Context: an optimization exercise on an open-source flow, tuned for small area. The choices shown serve that exercise and are no tape-out recipe.
The RTL was checked by simulation tests, not by an equivalence proof against the original design.
The clock port is modelled as an ideal driver, which makes a skipped or thinned clock tree look cheaper than it is; a real chip needs a root buffer or a tree.
Power and IR drop assume default switching activity.

## R
## Timer_PWM_Generator
module Timer_PWM_Generator(
    input wire clk,                 
    input wire reset,               
    input wire [1:0] TMR_SRC,       
    input wire [1:0] TMR_MODE,      
    input wire [15:0] TIMER_TOP,    
    input wire [15:0] PWM_CNTA,     
    input wire [15:0] PWM_CNTB,     
    output wire PWM_OUTA,           
    output wire PWM_OUTB,           
    output wire timer_interrupt     
);
Size in the first run: roughly 330 cells after synthesis, about 3100 µm² of cells after synthesis.
clock: 4.0 ns
lec_check: 0
cap_margin: 20
core_margin: 2
core_utilization: 40
slew_margin: 20
standard.sh (not shown) runs the stock make flow with config.mk's settings and CLKGATE_MAP_FILE= SYNTH_SCRIPT=/design/flow/synth_recipe.tcl, a recipe that flattens the netlist after the stock synthesis.
==> flow/flow/run.sh <==
#!/bin/bash
# Own layout flow: the standard synthesis script, except that ABC maps the
# logic with an area-oriented script (flow/area.abc); then the standard ORFS
# steps, with small port buffers and a clock tree without dummy loads.
set -euo pipefail
W=$(pwd)
F=$W/flow
mkdir -p $W/myflow
# synth.tcl with the ABC script replaced
sed 's#^\(\s*\)log_cmd abc {\*}\$abc_args#\1set abc_args [lreplace $abc_args 1 1 '"$F"'/area.abc]\n\1log_cmd abc {*}$abc_args#' \
  $FLOW_HOME/scripts/synth.tcl > $W/myflow/synth.tcl
grep -q "area.abc" $W/myflow/synth.tcl
sed 's#\$::env(SCRIPTS_DIR)/synth.tcl#'"$W"'/myflow/synth.tcl#' $W/synth_recipe.tcl > $W/myflow/synth_recipe.tcl
grep -q "myflow/synth.tcl" $W/myflow/synth_recipe.tcl

KNOBS=()
[[ -f $F/knobs.txt ]] && mapfile -t KNOBS < <(grep -v '^#' $F/knobs.txt | grep .)

make -C $FLOW_HOME DESIGN_CONFIG=$W/config.mk WORK_HOME=$W/orfs CLKGATE_MAP_FILE= \
  SYNTH_SCRIPT=$W/myflow/synth_recipe.tcl "${KNOBS[@]}" finish > $W/make_finish.log 2>&1
R=$W/orfs/results/$FLOW_PLATFORM/Timer_PWM_Generator/base
: # left out here: write the final layout as DEF
==> flow/flow/area.abc <==
strash; &get -n; &fraig -x; &put; scorr; dc2; dretime; strash; &get -n; &dch -f; &nf -R 1000; &put
==> flow/flow/knobs.txt <==
# extra make variables for the ORFS run, one per line
BUFFER_PORTS_ARGS=-buffer_cell sky130_fd_sc_hd__buf_1
ADDER_MAP_FILE=
CTS_ARGS=-sink_clustering_enable -repair_clock_nets -dont_use_dummy_load -buf_list sky130_fd_sc_hd__clkbuf_8 -root_buf sky130_fd_sc_hd__clkbuf_8 -sink_clustering_size 30 -sink_clustering_max_diameter 200
CORE_UTILIZATION=60
Relative to R, the following input files were edited for P:
==> flow/flow/knobs.txt <==
# extra make variables for the ORFS run, one per line (@FLOW@ is this folder)
BUFFER_PORTS_ARGS=-buffer_cell sky130_fd_sc_hd__buf_1
ADDER_MAP_FILE=
CTS_ARGS=-sink_clustering_enable -repair_clock_nets -dont_use_dummy_load -buf_list sky130_fd_sc_hd__clkbuf_8 -root_buf sky130_fd_sc_hd__clkbuf_8
GPL_TIMING_DRIVEN=0
==> notes.md <==
- P has completed all stages; timing, DRC and antenna checks passed.
- Relative to R, critical path depth has decreased by 1 in P.
- Of the two values seen for critical path's slowest cell, nor3_1 was produced by R and dfstp_2 by P.
- P vs R, average wire length per cell after detail routing went down by 5.2%.
- Compared with R, P shows a clock power share that is 0.2 points higher.
- Per the comparison of P with R, number of tap cells inserted picked up an extra 32; core utilization lost 23 points; final design instance area without fill picked up an extra 46 µm².


Timer_PWM_Generator, a different RTL version from the one above (not shown whole).
For scale: roughly 310 cells after synthesis, about 54 flip-flops, ~57 I/O pins, ~0.0030 sq mm of cells after synthesis.
==> flow/config.mk <==
export PLATFORM = sky130hd
export DESIGN_NAME = Timer_PWM_Generator
export DESIGN_NICKNAME = Timer_PWM_Generator
export VERILOG_FILES = /design/flow/design.v
export SDC_FILE = /design/flow/constraint.sdc
export NUM_CORES = 4
export LEC_CHECK = 0
export CAP_MARGIN = 20
export CORE_MARGIN = 2
export CORE_UTILIZATION = 40
export SLEW_MARGIN = 20
==> flow/constraint.sdc <==
create_clock -name core_clock -period 4.0 [get_ports {clk}]
set_input_delay 0.8000 -clock core_clock [delete_from_list [all_inputs] [get_ports {clk}]]
set_output_delay 0.8000 -clock core_clock [all_outputs]
set_load 0.01 [all_outputs]
==> flow/flow/run.sh <==
#!/bin/bash
# Own layout flow: the standard synthesis script, except that ABC maps the
# logic with an area-oriented script (flow/area.abc); then the standard ORFS
# steps, with small port buffers and a clock tree without dummy loads.
set -euo pipefail
W=$(pwd)
F=$W/flow
mkdir -p $W/myflow
# synth.tcl with the ABC script replaced
sed 's#^\(\s*\)log_cmd abc {\*}\$abc_args#\1set abc_args [lreplace $abc_args 1 1 '"$F"'/area.abc]\n\1log_cmd abc {*}$abc_args#' \
  $FLOW_HOME/scripts/synth.tcl > $W/myflow/synth.tcl
grep -q "area.abc" $W/myflow/synth.tcl
sed 's#\$::env(SCRIPTS_DIR)/synth.tcl#'"$W"'/myflow/synth.tcl#' $W/synth_recipe.tcl > $W/myflow/synth_recipe.tcl
grep -q "myflow/synth.tcl" $W/myflow/synth_recipe.tcl

KNOBS=()
[[ -f $F/knobs.txt ]] && mapfile -t KNOBS < <(grep -v '^#' $F/knobs.txt | grep . | sed "s|@FLOW@|$F|g")

make -C $FLOW_HOME DESIGN_CONFIG=$W/config.mk WORK_HOME=$W/orfs CLKGATE_MAP_FILE= \
  SYNTH_SCRIPT=$W/myflow/synth_recipe.tcl "${KNOBS[@]}" finish > $W/make_finish.log 2>&1
R=$W/orfs/results/$FLOW_PLATFORM/Timer_PWM_Generator/base
: # left out here: write the final layout as DEF
==> flow/flow/knobs.txt <==
# extra make variables for the ORFS run, one per line (@FLOW@ is this folder)
BUFFER_PORTS_ARGS=-buffer_cell sky130_fd_sc_hd__buf_1
ADDER_MAP_FILE=
PRE_CTS_TCL=@FLOW@/clock.tcl
MYCLK_N=3
MYCLK_CELL=sky130_fd_sc_hd__clkbuf_8
Scripts as last shown in full above: flow/flow/area.abc
Other scripts of this flow, unchanged in this note and not shown: flow/flow/clock.tcl
Rerun with:
==> flow/flow/area.abc (replaced) <==
strash; dc2; &get -n; &dch -f; &nf -R 1000; &put; strash; dc2; &get -n; &dch -f; &nf -R 1000; &put
--- a/flow/flow/knobs.txt
+++ b/flow/flow/knobs.txt
@@ -5,2 +5,7 @@
-MYCLK_N=3
-MYCLK_CELL=sky130_fd_sc_hd__clkbuf_8
+MYCLK_N=2
+MYCLK_CELL=sky130_fd_sc_hd__clkbuf_16
+CORE_UTILIZATION=70
+PLACE_DENSITY=0.85
+SLEW_MARGIN=0
+CAP_MARGIN=0
+GPL_TIMING_DRIVEN=0
The changed run passed the timing, DRC and antenna checks. Via count increases by a few percent. Maximum frequency drops by a few percent. Final area went down by a few percent. Area after synthesis drops slightly. Setup slack is worse by 0.19 ns. Die area goes down by well over a third. Total power went up slightly. Flip-flop and latch count stays the same. Routed wire length drops by a few percent. Worst hold slack hardly moves. Critical path depth is unchanged.
Rerun with:
==> flow/flow/area.abc (replaced) <==
strash; &get -n; &fraig -x; &put; scorr; dc2; dretime; strash; &get -n; &dch -f; &nf -R 1000; &put
--- a/flow/flow/knobs.txt
+++ b/flow/flow/knobs.txt
@@ -7,5 +6,0 @@
-CORE_UTILIZATION=70
-PLACE_DENSITY=0.85
-SLEW_MARGIN=0
-CAP_MARGIN=0
-GPL_TIMING_DRIVEN=0
Worst setup slack improved by 0.16 ns.
Routed wire length rises by a few percent.
Synthesized area rises slightly.
Sequential cell count does not change.
Final area rises by a few percent.
First-iteration DRC count falls by about a fifth.
Maximum frequency rises by a few percent.
Final cell count rises by roughly a tenth.
Power rises slightly.
Core utilization falls by 35 points.
Rerun with:
--- a/flow/flow/knobs.txt
+++ b/flow/flow/knobs.txt
@@ -6,0 +7,5 @@
+CORE_UTILIZATION=70
+PLACE_DENSITY=0.85
+SLEW_MARGIN=0
+CAP_MARGIN=0
+GPL_TIMING_DRIVEN=0
Worst setup slack gets worse by 0.10 ns.
Global-route usage climbs by 11 points.
Final cell count drops by 11%.
Rerun with:
--- a/flow/flow/knobs.txt
+++ b/flow/flow/knobs.txt
@@ -5,2 +5,2 @@
-MYCLK_N=2
-MYCLK_CELL=sky130_fd_sc_hd__clkbuf_16
+MYCLK_N=3
+MYCLK_CELL=sky130_fd_sc_hd__clkbuf_8
After rerunning: The changed run produced a clean layout; design area hardly moves; total power shrinks by a few percent; wire length grows by a few percent; global-route usage grows by 0.80 points; core utilization shrinks by 0.21 points; flip-flop and latch count stays the same; synthesized cell count is unchanged; sequential share of layout area grows by 0.11 points; first-iteration DRC count shrinks by a few percent; sequential power stays flat.
In every run of this note, the design's own scripts or RTL, not TritonCTS, make the clock network.


Starting RTL as in the previous note.
Settings: LEC_CHECK=0, CAP_MARGIN=20, CORE_MARGIN=2, CORE_UTILIZATION=40, SLEW_MARGIN=20; clock period 4.0 ns.
==> flow/flow/knobs.txt <==
# extra make variables for the ORFS run, one per line (@FLOW@ is this folder)
BUFFER_PORTS_ARGS=-buffer_cell sky130_fd_sc_hd__buf_1
ADDER_MAP_FILE=
PRE_CTS_TCL=@FLOW@/clock.tcl
MYCLK_N=3
MYCLK_CELL=sky130_fd_sc_hd__clkbuf_8
CORE_UTILIZATION=70
PLACE_DENSITY=0.85
Scripts as last shown in full above: flow/flow/run.sh
Other scripts of this flow, unchanged in this note and not shown: flow/flow/area.abc, flow/flow/clock.tcl
Then changed:
--- a/flow/flow/knobs.txt
+++ b/flow/flow/knobs.txt
@@ -7,2 +7,4 @@
 CORE_UTILIZATION=70
 PLACE_DENSITY=0.85
+SLEW_MARGIN=0
+CAP_MARGIN=0
What happened:
- die area does not change
- via count does not change
- wire length barely changes
- hold slack barely changes
In every run of this note, the design's own scripts or RTL, not TritonCTS, make the clock network.


== garnet ==
Timer_PWM_Generator with an RTL version that a note above also has.
For scale: roughly 330 cells after synthesis, ~57 I/O pins.
==> flow/design.v (excerpt) <==
module Timer_PWM_Generator(
    input wire clk,                 
    input wire reset,               
    input wire [1:0] TMR_SRC,       
    input wire [1:0] TMR_MODE,      
    input wire [15:0] TIMER_TOP,    
    input wire [15:0] PWM_CNTA,     
    input wire [15:0] PWM_CNTB,     
    output wire PWM_OUTA,           
    output wire PWM_OUTB,           
    output wire timer_interrupt     
);
export LEC_CHECK = 0
export CAP_MARGIN = 20
export CORE_MARGIN = 2
export CORE_UTILIZATION = 40
export SLEW_MARGIN = 20
create_clock -name core_clock -period 4.0 [get_ports {clk}]
==> flow/flow/area.abc <==
strash; &get -n; &fraig -x; &put; scorr; dc2; dretime; strash; &get -n; &dch -f; &nf -R 1000; &put
==> flow/flow/clock.tcl <==
# Used as PRE_CTS_TCL: replaces the clock tree synthesis command for this small
# design with one level of clock buffers fed by the clock port. The registers
# are split by position into MYCLK_N groups, each driven by one MYCLK_CELL.
proc clock_tree_synthesis {args} {
  set block [ord::get_db_block]
  set db [ord::get_db]
  set n $::env(MYCLK_N)
  set master [$db findMaster $::env(MYCLK_CELL)]
  set clk [[$block findBTerm clk] getNet]
  set sinks {}
  foreach it [$clk getITerms] {
    if { [$it isInputSignal] } {
      set inst [$it getInst]
      set box [$inst getBBox]
      lappend sinks [list [expr {([$box xMin] + [$box xMax]) / 2}] [expr {([$box yMin] + [$box yMax]) / 2}] $it]
    }
  }
  set sinks [lsort -integer -index 0 $sinks]
  set total [llength $sinks]
  for {set g 0} {$g < $n} {incr g} {
    set lo [expr {$g * $total / $n}]
    set hi [expr {($g + 1) * $total / $n - 1}]
    set group [lrange $sinks $lo $hi]
    set sx 0; set sy 0
    foreach s $group { incr sx [lindex $s 0]; incr sy [lindex $s 1] }
    set cx [expr {$sx / [llength $group]}]
    set cy [expr {$sy / [llength $group]}]
    set buf [odb::dbInst_create $block $master "clkbuf_leaf_${g}_clk"]
    set net [odb::dbNet_create $block "clknet_leaf_${g}_clk"]
    $net setSigType CLOCK
    foreach s $group {
      set it [lindex $s 2]
      $it disconnect
      $it connect $net
    }
    [$buf findITerm A] connect $clk
    [$buf findITerm X] connect $net
    $buf setLocation $cx $cy
    $buf setPlacementStatus PLACED
    puts "clock buffer $g: [llength $group] sinks at $cx $cy"
  }
  $clk setSigType CLOCK
  global_connect
  set_propagated_clock [all_clocks]
}
==> flow/flow/knobs.txt <==
# extra make variables for the ORFS run, one per line (@FLOW@ is this folder)
BUFFER_PORTS_ARGS=-buffer_cell sky130_fd_sc_hd__buf_1
ADDER_MAP_FILE=
PRE_CTS_TCL=@FLOW@/clock.tcl
MYCLK_N=2
MYCLK_CELL=sky130_fd_sc_hd__clkbuf_16
GPL_TIMING_DRIVEN=0
Scripts as last shown in full above: flow/flow/run.sh
> inputs changed (garnet -> juniper)
--- a/flow/flow/run.sh
+++ b/flow/flow/run.sh
@@ -15,5 +15,5 @@
 
 KNOBS=()
-[[ -f $F/knobs.txt ]] && mapfile -t KNOBS < <(grep -v '^#' $F/knobs.txt | grep . | sed "s|@FLOW@|$F|g")
+[[ -f $F/knobs.txt ]] && mapfile -t KNOBS < <(grep -v '^#' $F/knobs.txt | grep .)
 
 make -C $FLOW_HOME DESIGN_CONFIG=$W/config.mk WORK_HOME=$W/orfs CLKGATE_MAP_FILE= \
==> flow/flow/knobs.txt <==
# extra make variables for the ORFS run, one per line
BUFFER_PORTS_ARGS=-buffer_cell sky130_fd_sc_hd__buf_1
ADDER_MAP_FILE=
CTS_ARGS=-sink_clustering_enable -repair_clock_nets -dont_use_dummy_load -buf_list sky130_fd_sc_hd__clkbuf_8 -root_buf sky130_fd_sc_hd__clkbuf_8 -sink_clustering_size 30 -sink_clustering_max_diameter 200
CORE_UTILIZATION=70
PLACE_DENSITY=0.85
removed: flow/flow/clock.tcl
[summary]
[compare] base=garnet new=juniper: worst-case headroom to the max-slew limit went down 12 points, number of global-route vias before repair went up 294. The clock slew at the register clock pins of the worst setup and hold paths of juniper and that of garnet are within noise of each other. For worst hold slack, juniper and garnet come out practically identical.
--- input diff juniper..pepper ---
--- a/flow/flow/knobs.txt
+++ b/flow/flow/knobs.txt
@@ -3,4 +3,2 @@
 ADDER_MAP_FILE=
 CTS_ARGS=-sink_clustering_enable -repair_clock_nets -dont_use_dummy_load -buf_list sky130_fd_sc_hd__clkbuf_8 -root_buf sky130_fd_sc_hd__clkbuf_8 -sink_clustering_size 30 -sink_clustering_max_diameter 200
-CORE_UTILIZATION=70
-PLACE_DENSITY=0.85
==> comparison <==
- The cell internal power dissipation was comparable across pepper and juniper.
- pepper vs. juniper: total power shows an increase of 0.50%; worst setup slack shows an increase of 0.0061 ns.
- Going from juniper to pepper, final area grew by a few percent.
- Between pepper and juniper, the required time of the critical path is lower for juniper.
- Between juniper and pepper, the flow reports amount of wire on met2 after detailed routing decreasing by a little under 10%.
- Taking juniper as the reference, in pepper met3 demand-to-capacity share in global routing dropped 0.45 points; fraction of the yosys area taken by sequential cells barely changed.
- pepper and juniper ended up with nearly the same global-route wire length before repair.
- Relative to juniper, shortest clock period the worst path allows after layout has decreased by 0.0061 ns in pepper.
The clock cells of garnet come from the design's own scripts or RTL, not from TritonCTS.

[port drivers added, routing unchanged]
In the flow no input, the clock included, has a driving cell. The finished layouts below were timed again as built, in two steps. Step 1, drivers: a clkbuf_16 drives clk and a buf_2 each remaining input, both assumed. Step 2 times the ports against the registers' clock, not the clock port: input delays grow and output delays shrink by t, the midpoint of the rising clock arrivals with the driver on. Three values: no drivers, after step 1, after step 2; two values: the first two.
run | shift t [ns] | setup WS [ns] | worst hold slack (ns) | clock arrival spread, ns | worst register clock-pin slew, ns
R | 0.327 | 0.402 / 0.406 / 0.081 | 0.476 / 0.476 / 0.476 | 0.015 / 0.016 | 0.09 / 0.09
P | 0.332 | 0.325 / 0.325 / 0.008 | 0.420 / 0.410 / 0.480 | 0.024 / 0.024 | 0.11 / 0.11
the first run of note 2 | 0.216 | 0.532 / 0.561 / 0.345 | 0.381 / 0.381 / 0.381 | 0.017 / 0.016 | 0.12 / 0.12
the second run of note 2 | 0.208 | 0.344 / 0.370 / 0.161 | 0.379 / 0.379 / 0.379 | 0.009 / 0.009 | 0.11 / 0.11
the third run of note 2 | 0.214 | 0.503 / 0.529 / 0.315 | 0.381 / 0.381 / 0.381 | 0.013 / 0.014 | 0.11 / 0.11
the fourth run of note 2 | 0.204 | 0.399 / 0.422 / 0.219 | 0.383 / 0.383 / 0.383 | 0.008 / 0.007 | 0.10 / 0.10
the fifth run of note 2 | 0.209 | 0.388 / 0.414 / 0.206 | 0.374 / 0.374 / 0.374 | 0.021 / 0.021 | 0.12 / 0.12
the first run of note 3 | 0.207 | 0.467 / 0.488 / 0.281 | 0.382 / 0.382 / 0.382 | 0.009 / 0.009 | 0.11 / 0.11
the second run of note 3 | 0.207 | 0.464 / 0.484 / 0.278 | 0.382 / 0.382 / 0.382 | 0.009 / 0.009 | 0.11 / 0.11
garnet | 0.211 | 0.343 / 0.369 / 0.158 | 0.480 / 0.480 / 0.480 | 0.005 / 0.006 | 0.11 / 0.11
juniper | 0.325 | 0.470 / 0.478 / 0.154 | 0.481 / 0.481 / 0.481 | 0.023 / 0.023 | 0.10 / 0.10
pepper | 0.329 | 0.476 / 0.478 / 0.149 | 0.479 / 0.479 / 0.479 | 0.019 / 0.019 | 0.10 / 0.10
After both steps setup and hold are still met in every run listed. The setup slack of pepper, which loses most, moves by +0.002 ns with the drivers and by -0.327 ns with both steps.
